Background: an optimization exercise with open tools, aiming at small area, a short achievable clock period and few clock cycles. Do not read the settings as production practice.
Where RTL was checked, it was by simulation tests only, not by an equivalence proof against the original.

==> flow/design.v <==
module interpolation (
    input           clk,
    input           RST,
    input           START,
    input   [5:0]   H0,
    input   [5:0]   V0,
    input   [3:0]   SW,
    input   [3:0]   SH,
    output          REN,
    input   [7:0]   R_DATA,
    output  [11:0]  ADDR,
    output  [7:0]   O_DATA,
    output          O_VALID
);
    parameter Q = 5;
    reg [5:0] h0;
    reg [3:0] dh, dv;            
    reg       ract;
    reg [4:0] rrow;              
    reg [3:0] rfv;               
    reg [5:0] rtop;              
    reg [3:0] rj;                
    reg       rph;               
    reg [11:0] addr;
    reg       ren;
    reg [2:0] cr;                
    reg       b1, v2, b2, v3, b3, p4;
    reg [3:0] f1, f2, f3;
    reg [7:0] rd, tp;
    reg [9:0] vp;
    reg [9:0] vr;
    reg [7:0] q [0:Q-1];
    reg [2:0] cnt;
    reg [4:0] oc;                
    reg [3:0] ofh;
    reg [9:0] hp;
    reg [9:0] hr;
    reg       hv;
    reg [7:0] odata;
    reg       ovalid;
    assign REN = ren;
    assign ADDR = addr;
    assign O_DATA = odata;
    assign O_VALID = ovalid;
    localparam [4:0] FIRST = 5'd1, LAST = 5'd24;
    function [4:0] step;
        input [4:0] x;
        step = {x[3:0], x[4] ^ x[2]};
    endfunction
    function [19:0] lerp_a;
        input [7:0] a, b;
        input [3:0] f;
        reg [7:0] m0, m1, m2, m3;
        begin
            m0 = f[0] ? b : a;
            m1 = f[1] ? b : a;
            m2 = f[2] ? b : a;
            m3 = f[3] ? b : a;
            lerp_a[19:10] = {2'b0, a} + {2'b0, m0} + {1'b0, m1, 1'b0};
            lerp_a[9:0] = {2'b0, m2} + {1'b0, m3, 1'b0};
        end
    endfunction
    function [7:0] lerp_b;
        input [9:0] p;
        input [9:0] r;
        reg [11:0] s;
        begin
            s = {2'b0, p} + {r, 2'b0};
            lerp_b = s[11:4];
        end
    endfunction
    wire       prod = p4;
    wire [7:0] cval = lerp_b(vp, vr);
    wire [7:0] qL = q[0];
    wire [7:0] qR = q[1];
    wire       need2 = (ofh != 4'd0);
    wire       fire = (cnt != 3'd0) && (!need2 || cnt > 3'd1);
    wire [4:0] hsum = {1'b0, ofh} + {1'b0, dh};
    wire       rowend = (oc == LAST);
    wire       shift = fire && (rowend || hsum[4]);
    wire       issue_first = ract && !rph && (cr != 3'd0 || shift);
    wire       issue = issue_first || (ract && rph);
    wire       direct = (rfv == 4'd0);
    wire       col_done = rph || (issue_first && direct);
    wire       row_done = col_done && (rj == dh);
    wire [4:0] vsum = {1'b0, rfv} + {1'b0, dv};
    wire [5:0] rbot = rtop + 6'd1;
    wire [2:0] wslot = cnt - {2'b0, shift};
    always @(posedge clk or posedge RST) begin
        if (RST) begin
            ract <= 1'b0;
            ren <= 1'b1;
            v2 <= 1'b0;
            v3 <= 1'b0;
            p4 <= 1'b0;
            cnt <= 3'd0;
            cr <= Q;
            hv <= 1'b0;
            ovalid <= 1'b0;
        end else begin
            v2 <= !ren;
            v3 <= v2;
            p4 <= v3 && (b3 || f3 == 4'd0);
            cr <= cr - {2'b0, issue_first} + {2'b0, shift};
            ren <= !issue;
            if (row_done && rrow == LAST) ract <= 1'b0;
            if (START) ract <= 1'b1;
            cnt <= cnt - {2'b0, shift} + {2'b0, prod};
            hv <= fire;
            ovalid <= hv;
        end
    end
    integer i;
    always @(posedge clk) begin
        rd <= R_DATA;
        tp <= rd;
        b1 <= rph;
        b2 <= b1;
        b3 <= b2;
        {vp, vr} <= lerp_a(b3 ? tp : rd, rd, f3);
        f1 <= rfv;
        f2 <= f1;
        f3 <= f2;
        if (issue) begin
            if (rph)
                addr <= {rbot, addr[5:0]};
            else
                addr <= {rtop, (rj == 4'd0) ? h0 : addr[5:0] + 6'd1};
        end
        if (issue_first && !direct) rph <= 1'b1;
        if (col_done) begin
            rph <= 1'b0;
            if (row_done) begin
                rj <= 4'd0;
                rrow <= step(rrow);
                rfv <= vsum[3:0];
                if (vsum[4]) rtop <= rbot;
            end else begin
                rj <= rj + 4'd1;
            end
        end
        for (i = 0; i < Q; i = i + 1) begin
            if (prod && wslot == i)
                q[i] <= cval;
            else if (shift && i < Q - 1)
                q[i] <= q[i + 1];
        end
        {hp, hr} <= lerp_a(qL, qR, ofh);
        odata <= lerp_b(hp, hr);
        if (fire) begin
            if (rowend) begin
                oc <= FIRST;
                ofh <= 4'd0;
            end else begin
                oc <= step(oc);
                ofh <= hsum[3:0];
            end
        end
        if (START) begin
            h0 <= H0;
            dh <= SW - 4'd1;
            dv <= SH - 4'd1;
            rtop <= V0;
            rfv <= 4'd0;
            rrow <= FIRST;
            rj <= 4'd0;
            rph <= 1'b0;
            oc <= FIRST;
            ofh <= 4'd0;
        end
    end
endmodule
Settings: LEC_CHECK=0, CAP_MARGIN=20, CORE_MARGIN=2, CORE_UTILIZATION=40, CTS_BUF_LIST=sky130_fd_sc_hd__clkbuf_8, PLACE_DENSITY=0.6, SLEW_MARGIN=20; clock period 12.0 ns.
standard.sh (not shown) runs the stock make flow with config.mk's settings and CLKGATE_MAP_FILE= SYNTH_SCRIPT=/design/flow/synth_recipe.tcl, a recipe that flattens the netlist after the stock synthesis.
==> flow/flow/run.sh <==
#!/bin/bash
# The standard layout, with repair_timing aiming below the clock period and
# port buffers of the smallest buffer cell.
set -euo pipefail
bash standard.sh SETUP_SLACK_MARGIN=8.6 "BUFFER_PORTS_ARGS=-buffer_cell sky130_fd_sc_hd__buf_1"  finish > flow_standard.log 2>&1
Then changed:
--- a/flow/design.v
+++ b/flow/design.v
@@ -33,6 +33,7 @@
     reg [2:0] cnt;
     reg [4:0] oc;                
     reg [3:0] ofh;
+    reg       hz, hc, hl;        
     reg [9:0] hp;
     reg [9:0] hr;
     reg       hv;
@@ -73,11 +74,11 @@
     wire [7:0] cval = lerp_b(vp, vr);
     wire [7:0] qL = q[0];
     wire [7:0] qR = q[1];
-    wire       need2 = (ofh != 4'd0);
-    wire       fire = (cnt != 3'd0) && (!need2 || cnt > 3'd1);
+    wire       fire = (cnt != 3'd0) && (hz || cnt > 3'd1);
+    wire       shift = fire && (hl || hc);
     wire [4:0] hsum = {1'b0, ofh} + {1'b0, dh};
-    wire       rowend = (oc == LAST);
-    wire       shift = fire && (rowend || hsum[4]);
+    wire [4:0] hnext = {1'b0, hsum[3:0]} + {1'b0, dh};
+    wire [4:0] ocnext = step(oc);
     wire       issue_first = ract && !rph && (cr != 3'd0 || shift);
     wire       issue = issue_first || (ract && rph);
     wire       direct = (rfv == 4'd0);
@@ -89,7 +90,6 @@
     always @(posedge clk or posedge RST) begin
         if (RST) begin
             ract <= 1'b0;
-            ren <= 1'b1;
             v2 <= 1'b0;
             v3 <= 1'b0;
             p4 <= 1'b0;
@@ -102,7 +102,6 @@
             v3 <= v2;
             p4 <= v3 && (b3 || f3 == 4'd0);
             cr <= cr - {2'b0, issue_first} + {2'b0, shift};
-            ren <= !issue;
             if (row_done && rrow == LAST) ract <= 1'b0;
             if (START) ract <= 1'b1;
             cnt <= cnt - {2'b0, shift} + {2'b0, prod};
@@ -121,12 +120,8 @@
         f1 <= rfv;
         f2 <= f1;
         f3 <= f2;
-        if (issue) begin
-            if (rph)
-                addr <= {rbot, addr[5:0]};
-            else
-                addr <= {rtop, (rj == 4'd0) ? h0 : addr[5:0] + 6'd1};
-        end
+        ren <= !issue;
+        addr <= {rph ? rbot : rtop, h0 + {2'b0, rj}};
         if (issue_first && !direct) rph <= 1'b1;
         if (col_done) begin
             rph <= 1'b0;
@@ -148,12 +143,18 @@
         {hp, hr} <= lerp_a(qL, qR, ofh);
         odata <= lerp_b(hp, hr);
         if (fire) begin
-            if (rowend) begin
+            if (hl) begin
                 oc <= FIRST;
                 ofh <= 4'd0;
+                hz <= 1'b1;
+                hc <= 1'b0;
+                hl <= 1'b0;
             end else begin
-                oc <= step(oc);
+                oc <= ocnext;
                 ofh <= hsum[3:0];
+                hz <= (hsum[3:0] == 4'd0);
+                hc <= hnext[4];
+                hl <= (ocnext == LAST);
             end
         end
         if (START) begin
@@ -167,6 +168,9 @@
             rph <= 1'b0;
             oc <= FIRST;
             ofh <= 4'd0;
+            hz <= 1'b1;
+            hc <= 1'b0;
+            hl <= 1'b0;
         end
     end
 endmodule
Final area came out higher by 0.43%.
Maximum frequency grows by about 3.4%.
Utilization went down by 0.22 points.
Clock skew rose by 3.2 ps.
Testbench counts after the change, summed over its fixed seeds: cycles 32,963.
For the first run of this note, only the layout was checked, not whether the RTL still works.

* * *

Setup of AL:
Another version of the RTL of interpolation (not shown whole).
Size: about 53 I/O pins.
==> module interpolation, before the edit <==
module interpolation (
    input           clk,
    input           RST,
    input           START,
    input   [5:0]   H0,
    input   [5:0]   V0,
    input   [3:0]   SW,
    input   [3:0]   SH,
    output          REN,
    input   [7:0]   R_DATA,
    output  [11:0]  ADDR,
    output  [7:0]   O_DATA,
    output          O_VALID
);
    parameter Q = 5;
    reg [5:0] h0;
    reg [3:0] dh, dv;            
    reg       ract;
    reg [4:0] rrow;              
    reg [3:0] rfv;               
    reg [5:0] rtop;              
    reg [3:0] rj;                
    reg       rph;               
    reg [11:0] addr;
    reg       ren;
    reg       iss;               
    reg [2:0] cr;                
    reg       b1, v2, b2, v3, b3, p4;
    reg [3:0] f1, f2, f3;
    reg [7:0] rd, ta;              
    reg [12:0] vp;
    reg [7:0] q [0:Q-1];
    reg [2:0] cnt;
    reg [4:0] oc;                
    reg [3:0] ofh;
    reg       hc, hl;            
    reg [11:0] hp;
    reg       hv;
    reg [7:0] odata;
    reg       ovalid;
    assign REN = ren;
    assign ADDR = addr;
    assign O_DATA = odata;
    assign O_VALID = ovalid;
    localparam [4:0] FIRST = 5'd1, LAST = 5'd24;
    function [4:0] step;
        input [4:0] x;
        step = {x[3:0], x[4] ^ x[2]};
    endfunction
    function [12:0] lerp_a;
        input [7:0] a, b;
        input [3:0] f;
        reg [7:0] m0, m1, m2, m3;
        reg [9:0] p, r;
        reg [4:0] lo;
        begin
            m0 = f[0] ? b : a;
            m1 = f[1] ? b : a;
            m2 = f[2] ? b : a;
            m3 = f[3] ? b : a;
            p = {2'b0, a} + {2'b0, m0} + {1'b0, m1, 1'b0};
            r = {2'b0, m2} + {1'b0, m3, 1'b0};
            lo = {1'b0, p[5:2]} + {1'b0, r[3:0]};
            lerp_a = {p[9:6], r[9:4], lo[4], lo[3:2]};
        end
    endfunction
    function [7:0] lerp_b;
        input [12:0] x;
        reg [5:0] hi;
        begin
            hi = {2'b0, x[12:9]} + x[8:3] + {5'b0, x[2]};
            lerp_b = {hi, x[1:0]};
        end
    endfunction
    function [11:0] lerp6_a;
        input [7:0] a, b;
        input [3:0] f;
        reg [7:0] m0, m1, m2, m3;
        reg [9:0] p, r;
        reg [5:0] lo;
        begin
            m0 = f[0] ? b : a;
            m1 = f[1] ? b : a;
            m2 = f[2] ? b : a;
            m3 = f[3] ? b : a;
            p = {2'b0, a} + {2'b0, m0} + {1'b0, m1, 1'b0};
            r = {2'b0, m2} + {1'b0, m3, 1'b0};
            lo = {1'b0, p[6:2]} + {1'b0, r[4:0]};
            lerp6_a = {p[9:7], r[9:5], lo[5], lo[4:2]};
        end
    endfunction
    function [7:0] lerp6_b;
        input [11:0] x;
        reg [4:0] hi;
        begin
            hi = {2'b0, x[11:9]} + x[8:4] + {4'b0, x[3]};
            lerp6_b = {hi, x[2:0]};
        end
    endfunction
    wire       prod = p4;
    wire [7:0] cval = lerp_b(vp);
    wire [7:0] qL = q[0];
    wire [7:0] qR = q[1];
    wire       hz = (ofh == 4'd0);
    wire       fire = (cnt != 3'd0) && (hz || cnt > 3'd1);
    wire       shift = fire && (hl || hc);
    wire [4:0] hsum = {1'b0, ofh} + {1'b0, dh};
    wire [4:0] hnext = {1'b0, hsum[3:0]} + {1'b0, dh};
    wire [4:0] ocnext = step(oc);
    wire       issue_first = ract && !rph && (cr != 3'd0 || shift);
    wire       issue = issue_first || (ract && rph);
    wire       direct = (rfv == 4'd0);
    wire       col_done = rph || (issue_first && direct);
    wire       row_done = col_done && (rj == dh);
    wire [4:0] vsum = {1'b0, rfv} + {1'b0, dv};
    wire [5:0] rbot = rtop + 6'd1;
    wire [2:0] wslot = cnt - {2'b0, shift};
    always @(posedge clk or posedge RST) begin
        if (RST) begin
            ract <= 1'b0;
            iss <= 1'b0;
            v2 <= 1'b0;
            v3 <= 1'b0;
            p4 <= 1'b0;
            cnt <= 3'd0;
            cr <= Q;
            hv <= 1'b0;
            ovalid <= 1'b0;
        end else begin
            iss <= issue;
            v2 <= iss;
            v3 <= v2;
            p4 <= v3 && (b3 || f3 == 4'd0);
            cr <= cr - {2'b0, issue_first} + {2'b0, shift};
            if (row_done && rrow == LAST) ract <= 1'b0;
            if (START) ract <= 1'b1;
            cnt <= cnt - {2'b0, shift} + {2'b0, prod};
            hv <= fire;
            ovalid <= hv;
        end
    end
    integer i;
    always @(posedge clk) begin
        rd <= R_DATA;
        ta <= b2 ? rd : R_DATA;
        b1 <= rph;
        b2 <= b1;
        b3 <= b2;
        vp <= lerp_a(ta, rd, f3);
        f1 <= rfv;
        f2 <= f1;
        f3 <= f2;
        ren <= !issue;
        addr <= {rph ? rbot : rtop, h0 + {2'b0, rj}};
        if (issue_first && !direct) rph <= 1'b1;
        if (col_done) begin
            rph <= 1'b0;
            if (row_done) begin
                rj <= 4'd0;
                rrow <= step(rrow);
                rfv <= vsum[3:0];
                if (vsum[4]) rtop <= rbot;
            end else begin
                rj <= rj + 4'd1;
            end
        end
        for (i = 0; i < Q; i = i + 1) begin
            if (prod && wslot == i)
                q[i] <= cval;
            else if (shift && i < Q - 1)
                q[i] <= q[i + 1];
        end
        hp <= lerp6_a(qL, qR, ofh);
        odata <= lerp6_b(hp);
        if (fire) begin
            if (hl) begin
                oc <= FIRST;
                ofh <= 4'd0;
                hc <= 1'b0;
                hl <= 1'b0;
            end else begin
                oc <= ocnext;
                ofh <= hsum[3:0];
                hc <= hnext[4];
                hl <= (ocnext == LAST);
            end
        end
        if (START) begin
            h0 <= H0;
            dh <= SW - 4'd1;
            dv <= SH - 4'd1;
            rtop <= V0;
            rfv <= 4'd0;
            rrow <= FIRST;
            rj <= 4'd0;
            rph <= 1'b0;
            oc <= FIRST;
            ofh <= 4'd0;
            hc <= 1'b0;
            hl <= 1'b0;
        end
    end
endmodule
Settings: LEC_CHECK=0, CAP_MARGIN=20, CORE_MARGIN=2, CORE_UTILIZATION=40, CTS_BUF_LIST=sky130_fd_sc_hd__clkbuf_8, PLACE_DENSITY=0.6, SLEW_MARGIN=20; clock period 12.0 ns.
==> flow/flow/run.sh <==
#!/bin/bash
# The standard layout, with repair_timing aiming below the clock period and
# port buffers of the smallest buffer cell.
set -euo pipefail
bash standard.sh SETUP_SLACK_MARGIN=8.6 "BUFFER_PORTS_ARGS=-buffer_cell sky130_fd_sc_hd__buf_1" "CTS_ARGS=-sink_clustering_enable -repair_clock_nets -buf_list sky130_fd_sc_hd__clkbuf_8 -root_buf sky130_fd_sc_hd__clkbuf_16 -sink_clustering_size 30 -sink_clustering_max_diameter 300 -sink_buffer_max_cap_derate 1.0 -dont_use_dummy_load" finish > flow_standard.log 2>&1
### AL -> MS
==> flow/design.v <==
module interpolation (
    input           clk,
    input           RST,
    input           START,
    input   [5:0]   H0,
    input   [5:0]   V0,
    input   [3:0]   SW,
    input   [3:0]   SH,
    output          REN,
    input   [7:0]   R_DATA,
    output  [11:0]  ADDR,
    output  [7:0]   O_DATA,
    output          O_VALID
);
    parameter Q = 5;
    reg [5:0] h0;
    reg [3:0] dh, dv;            
    reg       ract;
    reg [4:0] rrow;              
    reg [3:0] rfv;               
    reg [5:0] rtop;              
    reg [3:0] rj;                
    reg       rph;               
    reg [11:0] addr;
    reg       ren;
    reg       iss;               
    reg [2:0] cr;                
    reg       b1, v2, b2, v3, b3, p4;
    reg [3:0] f1, f2, f3;
    reg [7:0] rd, tp;              
    reg [11:0] vp;
    reg [7:0] q [0:Q-1];
    reg [2:0] cnt;
    reg [4:0] oc;                
    reg [3:0] ofh;
    reg       hc, hl;            
    reg [11:0] hp;
    reg       hv;
    reg [7:0] odata;
    reg       ovalid;
    assign REN = ren;
    assign ADDR = addr;
    assign O_DATA = odata;
    assign O_VALID = ovalid;
    localparam [4:0] FIRST = 5'd1, LAST = 5'd24;
    function [4:0] step;
        input [4:0] x;
        step = {x[3:0], x[4] ^ x[2]};
    endfunction
    function [11:0] lerp_a;
        input [7:0] a, b;
        input [3:0] f;
        reg [7:0] m0, m1, m2, m3;
        reg [9:0] p, r;
        reg [5:0] lo;
        begin
            m0 = f[0] ? b : a;
            m1 = f[1] ? b : a;
            m2 = f[2] ? b : a;
            m3 = f[3] ? b : a;
            p = {2'b0, a} + {2'b0, m0} + {1'b0, m1, 1'b0};
            r = {2'b0, m2} + {1'b0, m3, 1'b0};
            lo = {1'b0, p[6:2]} + {1'b0, r[4:0]};
            lerp_a = {p[9:7], r[9:5], lo[5], lo[4:2]};
        end
    endfunction
    function [7:0] lerp_b;
        input [11:0] x;
        reg [4:0] hi;
        begin
            hi = {2'b0, x[11:9]} + x[8:4] + {4'b0, x[3]};
            lerp_b = {hi, x[2:0]};
        end
    endfunction
    wire       prod = p4;
    wire [7:0] cval = lerp_b(vp);
    wire [7:0] qL = q[0];
    wire [7:0] qR = q[1];
    wire       hz = (ofh == 4'd0);
    wire       fire = (cnt != 3'd0) && (hz || cnt > 3'd1);
    wire       shift = fire && (hl || hc);
    wire [4:0] hsum = {1'b0, ofh} + {1'b0, dh};
    wire [4:0] hnext = {1'b0, hsum[3:0]} + {1'b0, dh};
    wire [4:0] ocnext = step(oc);
    wire       issue_first = ract && !rph && (cr != 3'd0 || shift);
    wire       issue = issue_first || (ract && rph);
    wire       direct = (rfv == 4'd0);
    wire       col_done = rph || (issue_first && direct);
    wire       row_done = col_done && (rj == dh);
    wire [4:0] vsum = {1'b0, rfv} + {1'b0, dv};
    wire [5:0] rbot = rtop + 6'd1;
    wire [2:0] wslot = cnt - {2'b0, shift};
    always @(posedge clk or posedge RST) begin
        if (RST) begin
            ract <= 1'b0;
            iss <= 1'b0;
            v2 <= 1'b0;
            v3 <= 1'b0;
            p4 <= 1'b0;
            cnt <= 3'd0;
            cr <= Q;
            hv <= 1'b0;
            ovalid <= 1'b0;
        end else begin
            iss <= issue;
            v2 <= iss;
            v3 <= v2;
            p4 <= v3 && (b3 || f3 == 4'd0);
            cr <= cr - {2'b0, issue_first} + {2'b0, shift};
            if (row_done && rrow == LAST) ract <= 1'b0;
            if (START) ract <= 1'b1;
            cnt <= cnt - {2'b0, shift} + {2'b0, prod};
            hv <= fire;
            ovalid <= hv;
        end
    end
    integer i;
    always @(posedge clk) begin
        rd <= R_DATA;
        tp <= rd;
        b1 <= rph;
        b2 <= b1;
        b3 <= b2;
        vp <= lerp_a(rd, tp, f3);
        f1 <= rfv;
        f2 <= f1;
        f3 <= f2;
        ren <= !issue;
        addr <= {(rph || direct) ? rtop : rbot, h0 + {2'b0, rj}};
        if (issue_first && !direct) rph <= 1'b1;
        if (col_done) begin
            rph <= 1'b0;
            if (row_done) begin
                rj <= 4'd0;
                rrow <= step(rrow);
                rfv <= vsum[3:0];
                if (vsum[4]) rtop <= rbot;
            end else begin
                rj <= rj + 4'd1;
            end
        end
        for (i = 0; i < Q; i = i + 1) begin
            if (prod && wslot == i)
                q[i] <= cval;
            else if (shift && i < Q - 1)
                q[i] <= q[i + 1];
        end
        hp <= lerp_a(qL, qR, ofh);
        odata <= lerp_b(hp);
        if (fire) begin
            if (hl) begin
                oc <= FIRST;
                ofh <= 4'd0;
                hc <= 1'b0;
                hl <= 1'b0;
            end else begin
                oc <= ocnext;
                ofh <= hsum[3:0];
                hc <= hnext[4];
                hl <= (ocnext == LAST);
            end
        end
        if (START) begin
            h0 <= H0;
            dh <= SW - 4'd1;
            dv <= SH - 4'd1;
            rtop <= V0;
            rfv <= 4'd0;
            rrow <= FIRST;
            rj <= 4'd0;
            rph <= 1'b0;
            oc <= FIRST;
            ofh <= 4'd0;
            hc <= 1'b0;
            hl <= 1'b0;
        end
    end
endmodule
--- outcome ---
When MS is set beside AL, its post-placement cell area turns out to be 150 sq um smaller. Of MS and AL, MS shows the lower cell area after synthesis, with AL above it. MS ended with more clock skew than AL. Against AL as the reference, MS delivers a lower top achievable clock speed. Between MS and AL, synthesized net count is lower for MS, AL comes in above that. On utilization, MS and AL are basically level. Comparing MS and AL, initial core utilization is lower on MS. There was hardly any difference in maximum single-stage delay on the critical path between AL and MS. Looking at first-pass GRT wire length across both flows, MS is the stronger of the two, with AL trailing. As of MS, design area had fallen slightly compared to AL. Number of buffers added for setup after CTS in MS is 1 below AL. AL has lower number of non-clock buffers in the layout than MS.
Testbench counts of MS, summed over its fixed seeds: cycles 32,963.
Function not checked in AL: the RTL went through the layout flow alone.

[re-timing with driven ports]
The flow's constraints put no driver on any port. The routed layouts listed below were extracted and timed again, unchanged, in two steps.
Step 1, drivers: a clkbuf_16 drives clk and a buf_2 each remaining input, both assumed.
Step 2 times the ports against the registers' clock, not the clock port: input delays grow and output delays shrink by t, the midpoint of the rising clock arrivals with the driver on.
Three values: ideal, step 1, step 2; two values: the first two.
run	t, ns	slack for setup (ns)	hold slack, ns	worst setup path at the end
the first run of note 1	0.486	8.507 / 8.467 / 8.381	0.330 / 0.330 / 0.330	input to register
the second run of note 1	0.496	8.622 / 8.579 / 8.395	0.330 / 0.330 / 0.330	input to register
AL	0.411	8.748 / 8.704 / 8.394	0.312 / 0.312 / 0.312	input to register
MS	0.410	8.736 / 8.694 / 8.405	0.329 / 0.329 / 0.329	input to register
After both steps every run listed still meets setup and hold. The setup slack of AL, which loses most, moves by -0.044 ns with the drivers and by -0.354 ns with both steps.
